Background: an optimization exercise with open tools, aiming at small area. Do not read the settings as production practice. Function was checked by simulation only, so behaviour that the tests miss may differ from the original. The flow treats the clock pin as an ideal source, which a real chip does not have. Power and IR drop assume default switching activity.

==> module fnd_controller, before the edit <==
module fnd_controller (
    input [2:0] sel,
    input sw_mode,
    input sw_time_mode,
    input [6:0] s_msec, input [5:0] s_sec, input [5:0] s_min, input [4:0] s_hour,
    input s_sec_p, input s_min_p,
    input [6:0] w_msec, input [5:0] w_sec, input [5:0] w_min, input [4:0] w_hour,
    input w_sec_p, input w_min_p,
    output reg [7:0] fnd_font,
    output reg [3:0] fnd_comm
);
    reg [6:0] v;
    always @(*) begin
        case ({sw_mode, sw_time_mode & ~sel[2], sel[1] & ~sel[2]})
            3'b000: v = s_msec;
            3'b001: v = s_sec_p ? 7'd0 : {1'b0, s_sec};
            3'b010: v = s_min_p ? 7'd0 : {1'b0, s_min};
            3'b011: v = {2'b0, s_hour};
            3'b100: v = w_msec;
            3'b101: v = w_sec_p ? 7'd0 : {1'b0, w_sec};
            3'b110: v = w_min_p ? 7'd0 : {1'b0, w_min};
            default: v = {2'b0, w_hour};
        endcase
    end
    reg [3:0] tens, units;
    integer k;
    always @(*) begin
        tens = 0; units = 0;
        for (k = 6; k >= 0; k = k - 1) begin
            if (tens >= 5) tens = tens + 3;
            if (units >= 5) units = units + 3;
            tens = {tens[2:0], units[3]};
            units = {units[2:0], v[k]};
        end
    end
    wire [3:0] digit = sel[0] ? tens : units;
    wire dot = ~(tens[3] | (tens[2] & (tens[1] | tens[0])));
    always @(*) begin
        case (sel[1:0])
            2'd0: fnd_comm = 4'b1110;
            2'd1: fnd_comm = 4'b1101;
            2'd2: fnd_comm = 4'b1011;
            default: fnd_comm = 4'b0111;
        endcase
    end
    always @(*) begin
        if (sel[2]) begin
            fnd_font = (sel[1:0] == 2'd2 && dot) ? 8'h7f : 8'hff;
        end else begin
            case (digit)
                4'h0: fnd_font = 8'hc0;
                4'h1: fnd_font = 8'hf9;
                4'h2: fnd_font = 8'ha4;
                4'h3: fnd_font = 8'hb0;
                4'h4: fnd_font = 8'h99;
                4'h5: fnd_font = 8'h92;
                4'h6: fnd_font = 8'h82;
                4'h7: fnd_font = 8'hf8;
                4'h8: fnd_font = 8'h80;
                default: fnd_font = 8'h90;
            endcase
        end
    end
endmodule
export LEC_CHECK = 0
export CAP_MARGIN = 20
export CORE_MARGIN = 2
export CORE_UTILIZATION = 70
export PLACE_DENSITY = 0.85
export SLEW_MARGIN = 20
create_clock -name core_clock -period 15.0 [get_ports {clk}]
standard.sh (not shown) runs the stock make flow with config.mk's settings and CLKGATE_MAP_FILE= SYNTH_SCRIPT=/design/flow/synth_recipe.tcl, a recipe that flattens the netlist after the stock synthesis.
==> flow/flow/run.sh <==
#!/bin/bash
# Standard ORFS flow, with two changes:
#  - after the standard synthesis, the combinational logic is re-mapped by ABC
#    for area (registers untouched), see resynth.sh;
#  - the clock is buffered by pre_cts.tcl (four clkbuf_8, one per group of
#    flip-flops) instead of TritonCTS; port buffers of the smallest buffer.
set -euo pipefail
R=orfs/results/sky130hd/Top_stopwatch/base
bash standard.sh synth > std_synth.log 2>&1
cp $R/1_2_yosys.v std_1_2_yosys.v
# the same synthesis without the adder mapping, and with ABC's area script,
# as other starting points for the re-mapping (same registers)
sed "s|WORK_HOME=[^ ]*|WORK_HOME=$PWD/orfs_na|" standard.sh > std_na.sh
sed "s|WORK_HOME=[^ ]*|WORK_HOME=$PWD/orfs_aa|" standard.sh > std_aa.sh
bash std_na.sh synth ADDER_MAP_FILE= > na_synth.log 2>&1 || true
bash std_aa.sh synth ABC_AREA=1 > aa_synth.log 2>&1 || true
B=results/sky130hd/Top_stopwatch/base
bash flow/resynth.sh $R/1_2_yosys.v std_1_2_yosys.v orfs_na/$B/1_2_yosys.v orfs_aa/$B/1_2_yosys.v
rm -f $R/1_synth.odb
bash standard.sh synth > synth_odb.log 2>&1
bash standard.sh finish \
  "CTS_ARGS=-sink_clustering_enable -repair_clock_nets -dont_use_dummy_load -buf_list sky130_fd_sc_hd__clkbuf_8" \
  "PRE_CTS_TCL=$PWD/flow/pre_cts.tcl" \
  "BUFFER_PORTS_ARGS=-buffer_cell sky130_fd_sc_hd__buf_1" > finish.log 2>&1
Other scripts of this flow, unchanged in this note and not shown: flow/flow/abc/ds1.abc, flow/flow/abc/ds10.abc, flow/flow/abc/ds11.abc, flow/flow/abc/ds12.abc, flow/flow/abc/ds13.abc, flow/flow/abc/ds14.abc, flow/flow/abc/ds15.abc, flow/flow/abc/ds16.abc, flow/flow/abc/ds2.abc, flow/flow/abc/ds3.abc, flow/flow/abc/ds4.abc, flow/flow/abc/ds5.abc, flow/flow/abc/ds6.abc, flow/flow/abc/ds7.abc, flow/flow/abc/ds8.abc, flow/flow/abc/ds9.abc, flow/flow/pre_cts.tcl, flow/flow/resynth.sh
Change:
--- a/flow/design.v
+++ b/flow/design.v
@@ -168,21 +168,12 @@
             3'b110: v = w_min_p ? 7'd0 : {1'b0, w_min};
             default: v = {2'b0, w_hour};
         endcase
     end
-    reg [3:0] tens, units;
-    integer k;
-    always @(*) begin
-        tens = 0; units = 0;
-        for (k = 6; k >= 0; k = k - 1) begin
-            if (tens >= 5) tens = tens + 3;
-            if (units >= 5) units = units + 3;
-            tens = {tens[2:0], units[3]};
-            units = {units[2:0], v[k]};
-        end
-    end
+    wire [3:0] tens = v / 7'd10;
+    wire [3:0] units = v[3:0] - {tens[2:0], 1'b0} - {tens[0], 3'b0};
     wire [3:0] digit = sel[0] ? tens : units;
-    wire dot = ~(tens[3] | (tens[2] & (tens[1] | tens[0])));
+    wire dot = ~(tens[3] & ~tens[1] | (tens[2] & (tens[1] | tens[0])));
     always @(*) begin
         case (sel[1:0])
             2'd0: fnd_comm = 4'b1110;
             2'd1: fnd_comm = 4'b1101;
@@ -203,9 +194,10 @@
                 4'h5: fnd_font = 8'h92;
                 4'h6: fnd_font = 8'h82;
                 4'h7: fnd_font = 8'hf8;
                 4'h8: fnd_font = 8'h80;
-                default: fnd_font = 8'h90;
+                4'h9: fnd_font = 8'h90;
+                default: fnd_font = 8'hc0;
             endcase
         end
     end
 endmodule
Result: The new run completed with no timing, DRC or antenna violations. Sequential power climbs by 16%. Die area hardly moves. Total power climbs by 22%. Setup slack is better by 0.22 ns. Wire length drops by 0.47%. Final cell count drops by 1.2%. Maximum frequency climbs by 2.1%. Design area hardly moves. Global-route usage climbs by 0.19 points. Clock skew drops by 0.0066 ns. Synthesized area hardly moves. Register-to-register slack is worse by 0.11 ns. Hold slack is better by 0.0057 ns. Sequential share of layout area climbs by 0.11 points.

==> what the ideal ports hide <==
In the flow no input, the clock included, has a driving cell. The finished layouts below were timed again as built, in two steps.
Step 1 assumes that a clkbuf_16 drives the clock port and a buf_2 every other input.
Step 2 adds t to the input delays and takes it off the output delays; t is the mean of the earliest and latest rising clock arrival at the registers after step 1. Input paths then give back, and output paths get back, about the clock's delay inside the block.
Three values: ideal, step 1, step 2; two values: the first two.
| run | shift t [ns] | setup WS [ns] | hold slack, ns | worst data-port slew with drivers (ns) | pins driven straight from the clock port |
|---|---|---|---|---|---|
| the first run | 0.225 | 4.354 / 4.334 / 4.334 | 0.492 / 0.492 / 0.492 | 0.03 | 4 |
| the second run | 0.221 | 4.571 / 4.547 / 4.547 | 0.498 / 0.498 / 0.498 | 0.04 | 4 |
After both steps every run listed still meets setup and hold. For the second run, which loses most, drivers alone change the setup slack by -0.024 ns; drivers and shift together by -0.024 ns.
